Context: an optimization exercise on an open-source flow, tuned for small area and a short achievable clock period. The choices shown serve that exercise and are no tape-out recipe. At most, simulation tests tie the RTL to the original design; equivalence was not proved. The RTL of run 2 was laid out without a check of its function. No driver is modelled on the clock port, so clocking that relies on it looks cheaper here than on a real chip.

==> flow/design.v (outline; a module is shown in full before it is edited, if it fits) <==
// module fa: 8 lines
// module fpu_mul: 1051 lines
// module add_cmp24: 254 lines
// module carry_pfx: 13 lines
module fpu_mul( input         CLK,
                input         RESET,
                input         EN,
                input  [31:0] A,
                input  [31:0] B,
                output [31:0] Z );
  // ...
==> flow/flow/run.sh <==
#!/bin/bash
# Layout flow: the standard flow (standard.sh, the ORFS make targets) with
#  - the port buffers that ORFS inserts on every input and output made with
#    sky130_fd_sc_hd__buf_1 (BUFFER_PORTS_ARGS) instead of the default choice;
#  - a POST_CTS hook (flow/skew.tcl) that clocks the second pipeline register,
#    which has no port connections, through one extra clock buffer per
#    clock-tree leaf (useful skew between internal register stages only).
# Synthesis, floorplan, placement, CTS and routing are otherwise unchanged.
# Each ORFS step writes its full log under orfs/logs/; make's own output goes
# to standard.log here.
set -euo pipefail
MARGIN=$(cat flow/margin.txt 2>/dev/null || echo 6)
BUF=$(cat flow/portbuf.txt 2>/dev/null || echo sky130_fd_sc_hd__buf_1)
HOOK=$(pwd)/flow/skew.tcl
export R2_SKEW_BUF=$(cat flow/skewbuf.txt 2>/dev/null || echo sky130_fd_sc_hd__clkbuf_2)
sed -E "s#SETUP_SLACK_MARGIN=[0-9.+-]+#SETUP_SLACK_MARGIN=${MARGIN} 'BUFFER_PORTS_ARGS=-buffer_cell ${BUF}' POST_CTS_TCL=${HOOK}#" standard.sh > standard_flow.sh
grep -q "SETUP_SLACK_MARGIN=${MARGIN} " standard_flow.sh
bash standard_flow.sh > standard.log 2>&1
==> flow/flow/margin.txt <==
6.45
==> flow/flow/skew.tcl <==
# POST_CTS hook: give the second pipeline register (hA, hB, cl2, st2, es2:
# registers whose inputs and outputs are all internal, no port and no reset
# in their fan-in or fan-out) its
# clock through one extra clock buffer per clock-tree leaf, so it is clocked a
# little later than the first and third registers.  This moves slack from the
# stage after it to the stage before it.  Registers that take inputs from the
# ports or drive the output ports keep their clock unchanged.
set block [ord::get_db_block]
set db [ord::get_db]
set bufname [expr {[info exists ::env(R2_SKEW_BUF)] ? $::env(R2_SKEW_BUF) : "sky130_fd_sc_hd__clkbuf_2"}]
set master [$db findMaster $bufname]
set pat {^(hA|hB|cl2|st2|es2)(\\|\[|\$)}
array set groups {}
foreach inst [$block getInsts] {
  set name [$inst getName]
  if {![regexp $pat $name]} continue
  set it [$inst findITerm CLK]
  if {$it eq "NULL" || $it eq ""} continue
  set net [$it getNet]
  if {$net eq "NULL" || $net eq ""} continue
  lappend groups([$net getName]) $inst
}
set k 0
set total 0
foreach netname [lsort [array names groups]] {
  set net [$block findNet $netname]
  set insts $groups($netname)
  set sx 0; set sy 0
  foreach i $insts {
    set bb [$i getBBox]
    set sx [expr {$sx + ([$bb xMin] + [$bb xMax]) / 2}]
    set sy [expr {$sy + ([$bb yMin] + [$bb yMax]) / 2}]
  }
  set n [llength $insts]
  set cx [expr {$sx / $n}]; set cy [expr {$sy / $n}]
  set buf [odb::dbInst_create $block $master "r2skew_buf_$k"]
  set nn [odb::dbNet_create $block "r2skew_net_$k"]
  $nn setSigType CLOCK
  [$buf findITerm A] connect $net
  [$buf findITerm X] connect $nn
  foreach i $insts {
    set it [$i findITerm CLK]
    $it disconnect
    $it connect $nn
  }
  $buf setLocation $cx $cy
  $buf setPlacementStatus PLACED
  incr k
  incr total $n
}
puts "r2skew: inserted $k $bufname buffers for $total registers"
global_connect
detailed_placement
check_placement -verbose
estimate_parasitics -placement
report_checks -path_delay max -format end -group_path_count 5
==> flow/flow/skewbuf.txt <==
sky130_fd_sc_hd__clkbuf_8
==> flow/standard.sh <==
#!/bin/bash
# synth_recipe.tcl (not shown) runs the flow's synth.tcl, then flattens the netlist and writes it again
# the make line also repeats each setting of config.mk as NAME=value (left out here)
make -C /OpenROAD-flow-scripts/flow DESIGN_CONFIG=/design/flow/config.mk WORK_HOME=/design/flow/orfs CLKGATE_MAP_FILE= SYNTH_SCRIPT=/design/flow/synth_recipe.tcl "${@:-finish}"
==> flow/config.mk <==
export PLATFORM = sky130hd
export DESIGN_NAME = fpu_mul
export DESIGN_NICKNAME = fpu_mul
export VERILOG_FILES = /design/flow/design.v
export SDC_FILE = /design/flow/constraint.sdc
export NUM_CORES = 4
export LEC_CHECK = 0
export ABC_AREA = 1
export CAP_MARGIN = 20
export CORE_MARGIN = 2
export CORE_UTILIZATION = 55
export SETUP_SLACK_MARGIN = 5
export SLEW_MARGIN = 20
export SYNTH_HIERARCHICAL = 1
export TNS_END_PERCENT = 10
==> flow/constraint.sdc <==
create_clock -name core_clock -period 10.0 [get_ports {CLK}]
set_input_delay 2.0000 -clock core_clock [delete_from_list [all_inputs] [get_ports {CLK}]]
set_output_delay 2.0000 -clock core_clock [all_outputs]
set_load 0.01 [all_outputs]
==> run notes, run 1 <==
via count roughly 18,000; complex-gate fraction of the synthesized area roughly 15%; PortBufs between 90 and 100; CTS tree yes; Clock Sink Count about 180; Synth top area share a little over a quarter; IO Pins 99; routed wire length roughly 69,000 um; Fin. Hold Viols 0; status complete, no violations; worst path required time 10.47 ns; multi-input logic area around 15,000 um^2; Mapped Cells between 2,000 and 2,500; final core occ 64.6%; fin area around 23,000 um^2; met3 GRT Util about an eighth; Post-synth top cells 289 x xor2_1, 272 x o22ai_1, 264 x fa_1; Final period util a little under two fifths; Rel. slew slack between 30% and 40%; setup slack, reg-to-reg ~6.3 ns; GRT Total Usage 37.9%; Tapcell Cnt about 460; fraction of area in registers between 10% and 20%; Fill cells 3,051; inverter count between 200 and 300; CP Launch Type flop; NumNets Final between 2,000 and 3,000; Placed Area roughly 20,000 um^2; clock-pin slew on the worst setup and hold paths about 0.090 ns; multi-input gate share of total cell area 64.5%; Die Y-Extent approximately 190 um; FF+latch area between 3000 and 4000 um^2; kind of critical path flop to flop
==> module carry_pfx, before the edit <==
module carry_pfx
                 ( input  [5:0] a,
                   input  [5:0] b,
                   input          ci,
                   output         co );
wire [6:0] c;
assign c[0] = ci;
genvar i;
generate for (i = 0; i < 6; i = i + 1) begin : cc
  assign c[i+1] = (a[i] & b[i]) | ((a[i] | b[i]) & c[i]);
end endgenerate
assign co = c[6];
endmodule
==> run 2: changes to the inputs <==
--- a/flow/design.v
+++ b/flow/design.v
@@ -947,50 +947,17 @@
 fa u_fa224 (.a(fs112), .b(fc181), .ci(fs182), .s(fs224), .co(fc224));
 fa u_fa225 (.a(fs113), .b(fc182), .ci(fs183), .s(fs225), .co(fc225));
 fa u_fa226 (.a(fs115), .b(fc183), .ci(fs184), .s(fs226), .co(fc226));
 fa u_fa227 (.a(fs117), .b(fc184), .ci(fs185), .s(fs227), .co(fc227));
 fa u_fa228 (.a(fs119), .b(fc185), .ci(fs186), .s(fs228), .co(fc228));
 fa u_fa229 (.a(fs121), .b(fc186), .ci(fs187), .s(fs229), .co(fc229));
 fa u_fa230 (.a(fs123), .b(fc187), .ci(fs188), .s(fs230), .co(fc230));
 fa u_fa231 (.a(fs125), .b(fc188), .ci(fs189), .s(fs231), .co(fc231));
-fa u_fa232 (.a(fs127), .b(fc189), .ci(fs190), .s(fs232), .co(fc232));
-fa u_fa233 (.a(fs129), .b(fc190), .ci(fs191), .s(fs233), .co(fc233));
-fa u_fa234 (.a(fs131), .b(fc191), .ci(fs192), .s(fs234), .co(fc234));
-fa u_fa235 (.a(fs133), .b(fc192), .ci(fs193), .s(fs235), .co(fc235));
-fa u_fa236 (.a(fs135), .b(fc193), .ci(fs194), .s(fs236), .co(fc236));
-fa u_fa237 (.a(fs137), .b(fc194), .ci(fs195), .s(fs237), .co(fc237));
-fa u_fa238 (.a(fs139), .b(fc195), .ci(fs196), .s(fs238), .co(fc238));
-fa u_fa239 (.a(fs141), .b(fc196), .ci(fs197), .s(fs239), .co(fc239));
-fa u_fa240 (.a(fs143), .b(fc197), .ci(fs198), .s(fs240), .co(fc240));
-fa u_fa241 (.a(fs145), .b(fc198), .ci(fs199), .s(fs241), .co(fc241));
-fa u_fa242 (.a(fs147), .b(fc199), .ci(fs200), .s(fs242), .co(fc242));
-fa u_fa243 (.a(fs149), .b(fc200), .ci(fs201), .s(fs243), .co(fc243));
-fa u_fa244 (.a(fs151), .b(fc201), .ci(fs202), .s(fs244), .co(fc244));
-fa u_fa245 (.a(fs153), .b(fc202), .ci(fs203), .s(fs245), .co(fc245));
-fa u_fa246 (.a(fs155), .b(fc203), .ci(fs204), .s(fs246), .co(fc246));
-fa u_fa247 (.a(fs157), .b(fc204), .ci(fs205), .s(fs247), .co(fc247));
-fa u_fa248 (.a(fs159), .b(fc205), .ci(fs206), .s(fs248), .co(fc248));
-fa u_fa249 (.a(fs161), .b(fs207), .ci(fc206), .s(fs249), .co(fc249));
-fa u_fa250 (.a(fs163), .b(fc207), .ci(fs208), .s(fs250), .co(fc250));
-fa u_fa251 (.a(fs165), .b(fs209), .ci(fc208), .s(fs251), .co(fc251));
-fa u_fa252 (.a(fc165), .b(fs210), .ci(fc209), .s(fs252), .co(fc252));
-fa u_fa253 (.a(fs169), .b(fc210), .ci(fs211), .s(fs253), .co(fc253));
-fa u_fa254 (.a(fs171), .b(fc211), .ci(fs212), .s(fs254), .co(fc254));
-fa u_fa255 (.a(fs173), .b(fc212), .ci(fs213), .s(fs255), .co(fc255));
-fa u_fa256 (.a(fs175), .b(fc213), .ci(fs214), .s(fs256), .co(fc256));
-fa u_fa257 (.a(fc175), .b(fs215), .ci(fc214), .s(fs257), .co(fc257));
-fa u_fa258 (.a(fc177), .b(fs216), .ci(fc215), .s(fs258), .co(fc258));
-fa u_fa259 (.a(fs179), .b(fs217), .ci(fc216), .s(fs259), .co(fc259));
-fa u_fa260 (.a(fc179), .b(fs218), .ci(fc217), .s(fs260), .co(fc260));
-fa u_fa261 (.a(t11[23]), .b(fs219), .ci(fc218), .s(fs261), .co(fc261));
-fa u_fa262 (.a(hs29), .b(t11[24]), .ci(fc219), .s(fs262), .co(fc262));
-assign hs32 = ~hc29;
-assign hc32 = hc29;
-wire [47:0] rowA = {fc262, fc261, fc260, fc259, fc258, fc257, fc256, fc255, fc254, fc253, fc252, fc251, fc250, fc249, fc248, fc247, fc246, fc245, fc244, fc243, fc242, fc241, fc240, fc239, fc238, fc237, fc236, fc235, fc234, fc233, fc232, fc231, fc230, fc229, fc228, fc227, fc226, fc225, fc224, fc223, fc222, fc221, fc220, hc31, hc30, hs30, t0[1], neg[0]};
+wire [47:0] rowA = {fc262, fc261, fc260, fc259, fc258, fc257, fc256, fc255, fc254, fc253, fc252, fc251, fc250, fc249, fc248, fc247, fc246, fc245, fc244, fc243, fc242, fc241, fc240, fc239, fc238, fc237, fc236, fc235, fc234, fc233, fc232, qc16_0, fc230, fc229, fc228, fc227, fc226, fc225, fc224, fc223, fc222, fc221, fc220, hc31, hc30, hs30, t0[1], neg[0]};
 wire [47:0] rowB = {hs32, fs262, fs261, fs260, fs259, fs258, fs257, fs256, fs255, fs254, fs253, fs252, fs251, fs250, fs249, fs248, fs247, fs246, fs245, fs244, fs243, fs242, fs241, fs240, fs239, fs238, fs237, fs236, fs235, fs234, fs233, fs232, fs231, fs230, fs229, fs228, fs227, fs226, fs225, fs224, fs223, fs222, fs221, fs220, hs31, t1[0], 1'b0, t0[0]};
 wire [16:0] lowsum = {1'b0, rowA[15:0]} + {1'b0, rowB[15:0]};
 wire [22:0] za, zb;
 assign za[0] = 1'b1;
 assign zb[0] = 1'b1;
 generate for (gj = 1; gj < 23; gj = gj + 1) begin : tza
   assign za[gj] = za[gj-1] & ~ma[gj-1];
 end endgenerate
@@ -1000,40 +967,259 @@
 end endgenerate
 wire [22:0] zpair;
 generate for (gj = 0; gj < 23; gj = gj + 1) begin : zp
   assign zpair[gj] = za[gj] & zb[22-gj];
 end endgenerate
 wire sticky1 = ~(|zpair);
 reg        zero2, sign2, cl2, st2;
 reg  [8:0] es2;    
-reg [47:16] hA, hB;
+reg qc16_0;
+reg q16_0;
+reg q16_1;
+reg q16_2;
+reg q17_0;
+reg q17_1;
+reg q17_2;
+reg q18_0;
+reg q18_1;
+reg q18_2;
+reg q19_0;
+reg q19_1;
+reg q19_2;
+reg q20_0;
+reg q20_1;
+reg q20_2;
+reg q21_0;
+reg q21_1;
+reg q21_2;
+reg q22_0;
+reg q22_1;
+reg q22_2;
+reg q23_0;
+reg q23_1;
+reg q23_2;
+reg q24_0;
+reg q24_1;
+reg q24_2;
+reg q25_0;
+reg q25_1;
+reg q25_2;
+reg q26_0;
+reg q26_1;
+reg q26_2;
+reg q27_0;
+reg q27_1;
+reg q27_2;
+reg q28_0;
+reg q28_1;
+reg q28_2;
+reg q29_0;
+reg q29_1;
+reg q29_2;
+reg q30_0;
+reg q30_1;
+reg q30_2;
+reg q31_0;
+reg q31_1;
+reg q31_2;
+reg q32_0;
+reg q32_1;
+reg q32_2;
+reg q33_0;
+reg q33_1;
+reg q33_2;
+reg q34_0;
+reg q34_1;
+reg q34_2;
+reg q35_0;
+reg q35_1;
+reg q35_2;
+reg q36_0;
+reg q36_1;
+reg q36_2;
+reg q37_0;
+reg q37_1;
+reg q37_2;
+reg q38_0;
+reg q38_1;
+reg q38_2;
+reg q39_0;
+reg q39_1;
+reg q39_2;
+reg q40_0;
+reg q40_1;
+reg q40_2;
+reg q41_0;
+reg q41_1;
+reg q41_2;
+reg q42_0;
+reg q42_1;
+reg q42_2;
+reg q43_0;
+reg q43_1;
+reg q43_2;
+reg q44_0;
+reg q44_1;
+reg q44_2;
+reg q45_0;
+reg q45_1;
+reg q45_2;
+reg q46_0;
+reg q46_1;
+reg q46_2;
+reg q47_1;
 always_ff @(posedge CLK) begin
   if (RESET) begin
     zero2 <= 1'b1; sign2 <= 1'b0;
   end else begin
     zero2 <= zero_r; sign2 <= sign_r;
   end
   es2 <= esum_r; cl2 <= lowsum[16]; st2 <= sticky1;
-  hA <= rowA[47:16]; hB <= rowB[47:16];
+  qc16_0 <= fc231;
+  q16_0 <= fs127;
+  q16_1 <= fc189;
+  q16_2 <= fs190;
+  q17_0 <= fs129;
+  q17_1 <= fc190;
+  q17_2 <= fs191;
+  q18_0 <= fs131;
+  q18_1 <= fc191;
+  q18_2 <= fs192;
+  q19_0 <= fs133;
+  q19_1 <= fc192;
+  q19_2 <= fs193;
+  q20_0 <= fs135;
+  q20_1 <= fc193;
+  q20_2 <= fs194;
+  q21_0 <= fs137;
+  q21_1 <= fc194;
+  q21_2 <= fs195;
+  q22_0 <= fs139;
+  q22_1 <= fc195;
+  q22_2 <= fs196;
+  q23_0 <= fs141;
+  q23_1 <= fc196;
+  q23_2 <= fs197;
+  q24_0 <= fs143;
+  q24_1 <= fc197;
+  q24_2 <= fs198;
+  q25_0 <= fs145;
+  q25_1 <= fc198;
+  q25_2 <= fs199;
+  q26_0 <= fs147;
+  q26_1 <= fc199;
+  q26_2 <= fs200;
+  q27_0 <= fs149;
+  q27_1 <= fc200;
+  q27_2 <= fs201;
+  q28_0 <= fs151;
+  q28_1 <= fc201;
+  q28_2 <= fs202;
+  q29_0 <= fs153;
+  q29_1 <= fc202;
+  q29_2 <= fs203;
+  q30_0 <= fs155;
+  q30_1 <= fc203;
+  q30_2 <= fs204;
+  q31_0 <= fs157;
+  q31_1 <= fc204;
+  q31_2 <= fs205;
+  q32_0 <= fs159;
+  q32_1 <= fc205;
+  q32_2 <= fs206;
+  q33_0 <= fs161;
+  q33_1 <= fs207;
+  q33_2 <= fc206;
+  q34_0 <= fs163;
+  q34_1 <= fc207;
+  q34_2 <= fs208;
+  q35_0 <= fs165;
+  q35_1 <= fs209;
+  q35_2 <= fc208;
+  q36_0 <= fc165;
+  q36_1 <= fs210;
+  q36_2 <= fc209;
+  q37_0 <= fs169;
+  q37_1 <= fc210;
+  q37_2 <= fs211;
+  q38_0 <= fs171;
+  q38_1 <= fc211;
+  q38_2 <= fs212;
+  q39_0 <= fs173;
+  q39_1 <= fc212;
+  q39_2 <= fs213;
+  q40_0 <= fs175;
+  q40_1 <= fc213;
+  q40_2 <= fs214;
+  q41_0 <= fc175;
+  q41_1 <= fs215;
+  q41_2 <= fc214;
+  q42_0 <= fc177;
+  q42_1 <= fs216;
+  q42_2 <= fc215;
+  q43_0 <= fs179;
+  q43_1 <= fs217;
+  q43_2 <= fc216;
+  q44_0 <= fc179;
+  q44_1 <= fs218;
+  q44_2 <= fc217;
+  q45_0 <= t11[23];
+  q45_1 <= fs219;
+  q45_2 <= fc218;
+  q46_0 <= hs29;
+  q46_1 <= t11[24];
+  q46_2 <= fc219;
+  q47_1 <= hc29;
 end
+fa u_fa232 (.a(q16_0), .b(q16_1), .ci(q16_2), .s(fs232), .co(fc232));
+fa u_fa233 (.a(q17_0), .b(q17_1), .ci(q17_2), .s(fs233), .co(fc233));
+fa u_fa234 (.a(q18_0), .b(q18_1), .ci(q18_2), .s(fs234), .co(fc234));
+fa u_fa235 (.a(q19_0), .b(q19_1), .ci(q19_2), .s(fs235), .co(fc235));
+fa u_fa236 (.a(q20_0), .b(q20_1), .ci(q20_2), .s(fs236), .co(fc236));
+fa u_fa237 (.a(q21_0), .b(q21_1), .ci(q21_2), .s(fs237), .co(fc237));
+fa u_fa238 (.a(q22_0), .b(q22_1), .ci(q22_2), .s(fs238), .co(fc238));
+fa u_fa239 (.a(q23_0), .b(q23_1), .ci(q23_2), .s(fs239), .co(fc239));
+fa u_fa240 (.a(q24_0), .b(q24_1), .ci(q24_2), .s(fs240), .co(fc240));
+fa u_fa241 (.a(q25_0), .b(q25_1), .ci(q25_2), .s(fs241), .co(fc241));
+fa u_fa242 (.a(q26_0), .b(q26_1), .ci(q26_2), .s(fs242), .co(fc242));
+fa u_fa243 (.a(q27_0), .b(q27_1), .ci(q27_2), .s(fs243), .co(fc243));
+fa u_fa244 (.a(q28_0), .b(q28_1), .ci(q28_2), .s(fs244), .co(fc244));
+fa u_fa245 (.a(q29_0), .b(q29_1), .ci(q29_2), .s(fs245), .co(fc245));
+fa u_fa246 (.a(q30_0), .b(q30_1), .ci(q30_2), .s(fs246), .co(fc246));
+fa u_fa247 (.a(q31_0), .b(q31_1), .ci(q31_2), .s(fs247), .co(fc247));
+fa u_fa248 (.a(q32_0), .b(q32_1), .ci(q32_2), .s(fs248), .co(fc248));
+fa u_fa249 (.a(q33_0), .b(q33_1), .ci(q33_2), .s(fs249), .co(fc249));
+fa u_fa250 (.a(q34_0), .b(q34_1), .ci(q34_2), .s(fs250), .co(fc250));
+fa u_fa251 (.a(q35_0), .b(q35_1), .ci(q35_2), .s(fs251), .co(fc251));
+fa u_fa252 (.a(q36_0), .b(q36_1), .ci(q36_2), .s(fs252), .co(fc252));
+fa u_fa253 (.a(q37_0), .b(q37_1), .ci(q37_2), .s(fs253), .co(fc253));
+fa u_fa254 (.a(q38_0), .b(q38_1), .ci(q38_2), .s(fs254), .co(fc254));
+fa u_fa255 (.a(q39_0), .b(q39_1), .ci(q39_2), .s(fs255), .co(fc255));
+fa u_fa256 (.a(q40_0), .b(q40_1), .ci(q40_2), .s(fs256), .co(fc256));
+fa u_fa257 (.a(q41_0), .b(q41_1), .ci(q41_2), .s(fs257), .co(fc257));
+fa u_fa258 (.a(q42_0), .b(q42_1), .ci(q42_2), .s(fs258), .co(fc258));
+fa u_fa259 (.a(q43_0), .b(q43_1), .ci(q43_2), .s(fs259), .co(fc259));
+fa u_fa260 (.a(q44_0), .b(q44_1), .ci(q44_2), .s(fs260), .co(fc260));
+fa u_fa261 (.a(q45_0), .b(q45_1), .ci(q45_2), .s(fs261), .co(fc261));
+fa u_fa262 (.a(q46_0), .b(q46_1), .ci(q46_2), .s(fs262), .co(fc262));
+assign hs32 = ~q47_1;
+assign hc32 = q47_1;
+wire [47:16] hA = rowA[47:16];
+wire [47:16] hB = rowB[47:16];
 wire c22;    
 carry_pfx u_c22 (.a(hA[21:16]), .b(hB[21:16]), .ci(cl2), .co(c22));
 wire x22 = hA[22], y22 = hB[22];
-wire p22 = x22 ^ y22 ^ c22;
-wire c23 = (x22 & y22) | (c22 & (x22 ^ y22));
 wire [24:0] X = hA[47:23], Y = hB[47:23];
 wire [24:0] S = X ^ Y;
 wire [24:0] C = {X[23:0] & Y[23:0], 1'b0};
-wire p23 = S[0] ^ c23;
-wire up = p22 & (p23 | st2);
-wire m = (S[0] & c23) | (up & (S[0] ^ c23));
+wire m, r0;    
+round_sel u_rnd (.x22(x22), .y22(y22), .s0(S[0]), .st(st2), .c22(c22), .m(m), .r0(r0));
 wire [23:0] T0, T1;    
 add_cmp24 u_cmp (.a(S[24:1]), .b(C[24:1]), .s0(T0), .s1(T1));
-wire r0 = p23 ^ up;
 wire [22:0] F0 = T0[23] ? T0[22:0] : {T0[21:0], r0};
 wire [22:0] F1 = T1[23] ? T1[22:0] : {T1[21:0], r0};
 wire [22:0] f = m ? F1 : F0;
 wire r24 = m ? T1[23] : T0[23];
 wire [9:0] e2 = {1'b0, es2} - 10'd127;
 wire [9:0] e2p = {1'b0, es2} - 10'd126;
 wire zero_a = e2[9] | zero2,  inf_a = (e2[9:8] == 2'b01);
 wire zero_b = e2p[9] | zero2, inf_b = (e2p[9:8] == 2'b01);
@@ -1311,16 +1497,33 @@
 assign s0 = p ^ {G5[22:0], 1'b0};
 assign s1 = p ^ {G5[22:0] | P5[22:0], 1'b1};
 endmodule
 module carry_pfx
                  ( input  [5:0] a,
                    input  [5:0] b,
                    input          ci,
                    output         co );
-wire [6:0] c;
-assign c[0] = ci;
-genvar i;
-generate for (i = 0; i < 6; i = i + 1) begin : cc
-  assign c[i+1] = (a[i] & b[i]) | ((a[i] | b[i]) & c[i]);
-end endgenerate
-assign co = c[6];
+wire [5:0] g = a & b;
+wire [5:0] p = a | b;
+wire Gl1_0 = g[1] | (p[1] & g[0]);
+wire Pl1_0 = p[1] & p[0];
+wire Gl1_1 = g[3] | (p[3] & g[2]);
+wire Pl1_1 = p[3] & p[2];
+wire Gl1_2 = g[5] | (p[5] & g[4]);
+wire Pl1_2 = p[5] & p[4];
+wire Gl2_0 = Gl1_1 | (Pl1_1 & Gl1_0);
+wire Pl2_0 = Pl1_1 & Pl1_0;
+wire Gl3_0 = Gl1_2 | (Pl1_2 & Gl2_0);
+wire Pl3_0 = Pl1_2 & Pl2_0;
+assign co = Gl3_0 | (Pl3_0 & ci);
+endmodule
+module round_sel( input  x22, y22, s0, st, c22,
+                  output m, r0 );
+wire p22_0 = x22 ^ y22,        p22_1 = ~(x22 ^ y22);
+wire c23_0 = x22 & y22,        c23_1 = x22 | y22;
+wire p23_0 = s0 ^ c23_0,       p23_1 = s0 ^ c23_1;
+wire up_0  = p22_0 & (p23_0 | st), up_1 = p22_1 & (p23_1 | st);
+wire m_0 = (s0 & c23_0) | (up_0 & (s0 ^ c23_0));
+wire m_1 = (s0 & c23_1) | (up_1 & (s0 ^ c23_1));
+assign m  = c22 ? m_1 : m_0;
+assign r0 = c22 ? (p23_1 ^ up_1) : (p23_0 ^ up_0);
 endmodule
==> flow/flow/run.sh (replaced) <==
#!/bin/bash
# Layout flow: the standard flow (standard.sh, the ORFS make targets) with
#  - the port buffers that ORFS inserts on every input and output made with
#    sky130_fd_sc_hd__buf_1 (BUFFER_PORTS_ARGS) instead of the default choice.
# Synthesis, floorplan, placement, CTS and routing are otherwise unchanged.
# Each ORFS step writes its full log under orfs/logs/; make's own output goes
# to standard.log here.
set -euo pipefail
MARGIN=$(cat flow/margin.txt 2>/dev/null || echo 6)
BUF=$(cat flow/portbuf.txt 2>/dev/null || echo sky130_fd_sc_hd__buf_1)
sed -E "s/SETUP_SLACK_MARGIN=[0-9.+-]+/SETUP_SLACK_MARGIN=${MARGIN} 'BUFFER_PORTS_ARGS=-buffer_cell ${BUF}'/" standard.sh > standard_margin.sh
grep -q "SETUP_SLACK_MARGIN=${MARGIN} " standard_margin.sh
bash standard_margin.sh > standard.log 2>&1
==> flow/flow/margin.txt (replaced) <==
6.6
removed: flow/flow/skew.tcl
removed: flow/flow/skewbuf.txt
==> run 2 against run 1 <==
Global-route usage decreased by 2.2 points. Critical endpoint is now q33_1. Routed wire length decreased by 0.84%. First-iteration DRC count decreased by 19%. Utilization increased by 0.83 points. Hold slack improved by 0.14 ns. Area after synthesis increased by 3.8%.
==> run notes, run 2 <==
Placed Area 21,000 um^2 (+4.3%); Final ANT Viol Nets 0; Critical Path Fanout Max 10; Fin. Hold Viols 0 (unchanged); launch point of the worst path two[6]; Slowest-stage cell, CP clkinvlp_2; max cap viols 0; via count 17,800 (+0.15%); post-synthesis sequential area ratio 21.3%; setup violation total in the final timing report 0; commonest non-fill, non-tap cell in the layout xor2_1; Mapped Cells 2,277 (+2.3%); EDFF count, synth 9; max-slew violations 0; Core Box Area about 37,000 um^2; total negative slack 0 ns; status complete, no violations; most used cell, CP fa_1; leading area contributor after synthesis fa_1; Avg Inst Size Synth just under 9 um^2; hold crit path type flop to flop; DPL Wire Length 43,000 um; kind of critical path flop to flop; worst path required time 10.42 ns (-0.05 ns); # H-tree levels 1; CTS buffer count 25; Rel. slew slack 31.4% (+1.3 points); Synth top area share 25.9% (-0.99 points); initial antenna violation count 2; Final period util 36.1% (-0.62 points); most frequent cells in the layout 282 x xor2_1, 258 x o22ai_1, 254 x fa_1; R2R depth 7; Initial Utilization a little under three fifths; Post-synth top cells 289 x xor2_1, 273 x o22ai_1, 264 x fa_1; CTS root buffer clkbuf_16; most frequent cell after synthesis xor2_1; die area ~39,000 um^2; number of core rows 70; CTS max path bufs 3; IO Pins 99 (unchanged); NumNets Final 2,814 (+0.32%); Reg-to-Reg Start two[6]; residual overflow from global routing 0; largest net degree at the start of global routing 48; CTS tree yes; GRT Total Usage 35.7% (-2.2 points); Final Skew 0.0218 ns; GP Congestion roughly 0.92; fin area 23,900 um^2 (+4.5%); ys flop type dfxtp_1; FMAX around 0.28 GHz; synth top area cells fa_1 26%, dfxtp_1 20%, xor2_1 12%; via/cell ratio between 6 and 7; WL met3 ~8200 um; Remaining DRCs 0; crit-path cells clkinvlp_2 -> o22ai_1 -> xor2_1 -> fa_1 -> fa_1 -> fa_1 -> fa_1; Clock Sink Count 212 (+17%); synthesized area a little over 20,000 um^2; syn_nets 2,720; top flop regs ma x23, zm_r x23; Final Critical Period 3.61 ns; DR pass1 iterations 7; CP Launch Type flop; vias in the first global route between 15,000 and 20,000; routed wire length 68,900 um (-0.84%); FFs w/ async S/R, synth 0%; die width around 200 um; Worst EP arrival between 4 and 5 ns; Die Y-Extent 197 um (+1.8%); count of different cell masters after synthesis 43; WL per Instance 24.1 um; top sig layer met5; R2R Path End q33_1; flip-flop and latch count after synthesis about 210; RSZ-0062 raised after global routing yes; Fill cells 3,027 (-0.79%); synth warn 7; WL met1 between 20,000 and 30,000 um; setup slack, reg-to-reg 6.39 ns (+0.06 ns); crit path capture q33_1; Worst-Margin Slew 1.03 ns; Critical Path Sink Type flop; clock-pin slew on the worst setup and hold paths 0.06 ns (-0.03 ns); proportion of layout cells with a drive suffix above 1 17.5%; DRT iter0 DRCs about 1,700; metal2 WL around 28,000 um; Area Growth Syn to Fin 17.3%; clk latency of the worst-skew pair about 0.57 ns; global-route wire length before repair approximately 100,000 um; PortBufs 98 (unchanged); max incr delay on CP 0.61 ns
## run 2: changes by cell type after synthesis, moves of 4 or more
cell      change
clkbuf_1      +5
a21oi_1       -4
dfxtp_1      +31
inv_1         +9
nand2_2       +4
buf_1         -4
## run 2: critical path, delay by kind of cell, from the launching register on
family	cells	cell delay, ns
XOR/XNOR	1	0.22
buffers and inverters	1	0.61
adder cells (fa/ha/maj)	4	1.84
flip-flops	1	0.44
AO/OA/AOI/OAI	1	0.35
## run 2: stage by stage
stage | hold WS, ns | worst slack (ns) | util (%) | cells
5_1_grt | 0.350 | 6.27 | 65.5 | 2856
4_1_cts | 0.343 | 6.44 | 63.8 | 2825
3_5_place_dp | 0.329 | 5.62 | 57.5 | 2704
6_report | 0.341 | 6.39 | 65.5 | 2858
2_1_floorplan | 0.323 | 6.57 | - | 2277
3_3_place_gp | 0.325 | 5.71 | 57.5 | 2704
## run 2: what timing repair did
item,4_1_cts,5_1_grt
hold buffers,0,0
gates resized for setup,187,88
gates cloned,24,5
pin swaps,37,39
buffers inserted,53,26
setup endpoints to repair,132,115
## run 2: worst min-delay path by stage
stage	startpoint	end	slack (ns)	cells past startpoint
4_1_cts	esum_r[2]	es2[2]	0.34	0
3_5_place_dp	esum_r[2]	es2[2]	0.33	0
3_3_place_gp	esum_r[4]	es2[4]	0.32	0
5_1_grt	esum_r[5]	es2[5]	0.35	0
6_report	esum_r[5]	es2[5]	0.34	0
2_1_floorplan	esum_r[0]	es2[0]	0.32	0
## run 2: cells by family after synthesis
family / share of synthesized area [%]
AOI/OAI and AO/OA: 14.6
and+or+nand+nor: 10.7
buffers and inverters: 7.45
adders and majority gates: 32.8
xor gates and xnor gates: 13.1
DFF: 21.3
muxes: 0.0552
## run 2: cell type report
cell class | count | area [um^2] | share of cell area [%]
Timing Repair Buffer | 203 | 1330 | 5.58
Sequential cell | 212 | 4460 | 18.7
Inverter | 231 | 1130 | 4.71
Clock inverter | 16 | 210 | 0.879
Antenna cell | 2 | 5.00 | 0.0209
Timing Repair inverter | 25 | 158 | 0.659
Clock buffer | 28 | 637 | 2.66
Tap cell | 468 | 586 | 2.45
Multi-Input combinational cell | 1673 | 15400 | 64.4
## run 2: modules after synthesis (local to each module, per instance)
module	cells	area [um^2]
fpu_mul	1687	13300
add_cmp24	276	1670
round_sel	23	155
carry_pfx	35	146
fa	1	20.0
## run 2: per-layer routing
layer  vias to the layer above  track usage [%]
met5                         -             1.02
met4                         6             20.0
met3                       345             10.9
met2                      1141             52.2
met1                      8521             47.2
li1                       7741                -

[static timing again, ports no longer ideal]
In the flow no input, the clock included, has a driving cell. The finished layouts below were timed again as built, in two steps. Step 1 sets driving cells, clkbuf_16 on the clock port and buf_2 on the other inputs (assumed; they add their load-dependent delay and slew). Step 2, shift: input delay + t, output delay - t, t = (earliest + latest rising clock arrival at the registers) / 2. This alone moves slack from input paths to output paths. Slacks: ideal ports / drivers / drivers and shift; pairs: ideal ports / drivers.
| run | t (ns) | setup slack, ns | slew at the worst register clock pin (ns) | worst slew at a driven data input, ns | cell pins on the clock port's net |
|---|---|---|---|---|---|
| run 1 | 0.578 | 6.330 / 6.330 / 6.023 | 0.09 / 0.09 | 0.04 | 1 |
| run 2 | 0.623 | 6.392 / 6.392 / 6.035 | 0.07 / 0.07 | 0.03 | 1 |
After both steps every run listed still meets setup and hold. For run 2, which loses most, drivers alone change the setup slack by 0.000 ns; drivers and shift together by -0.357 ns.
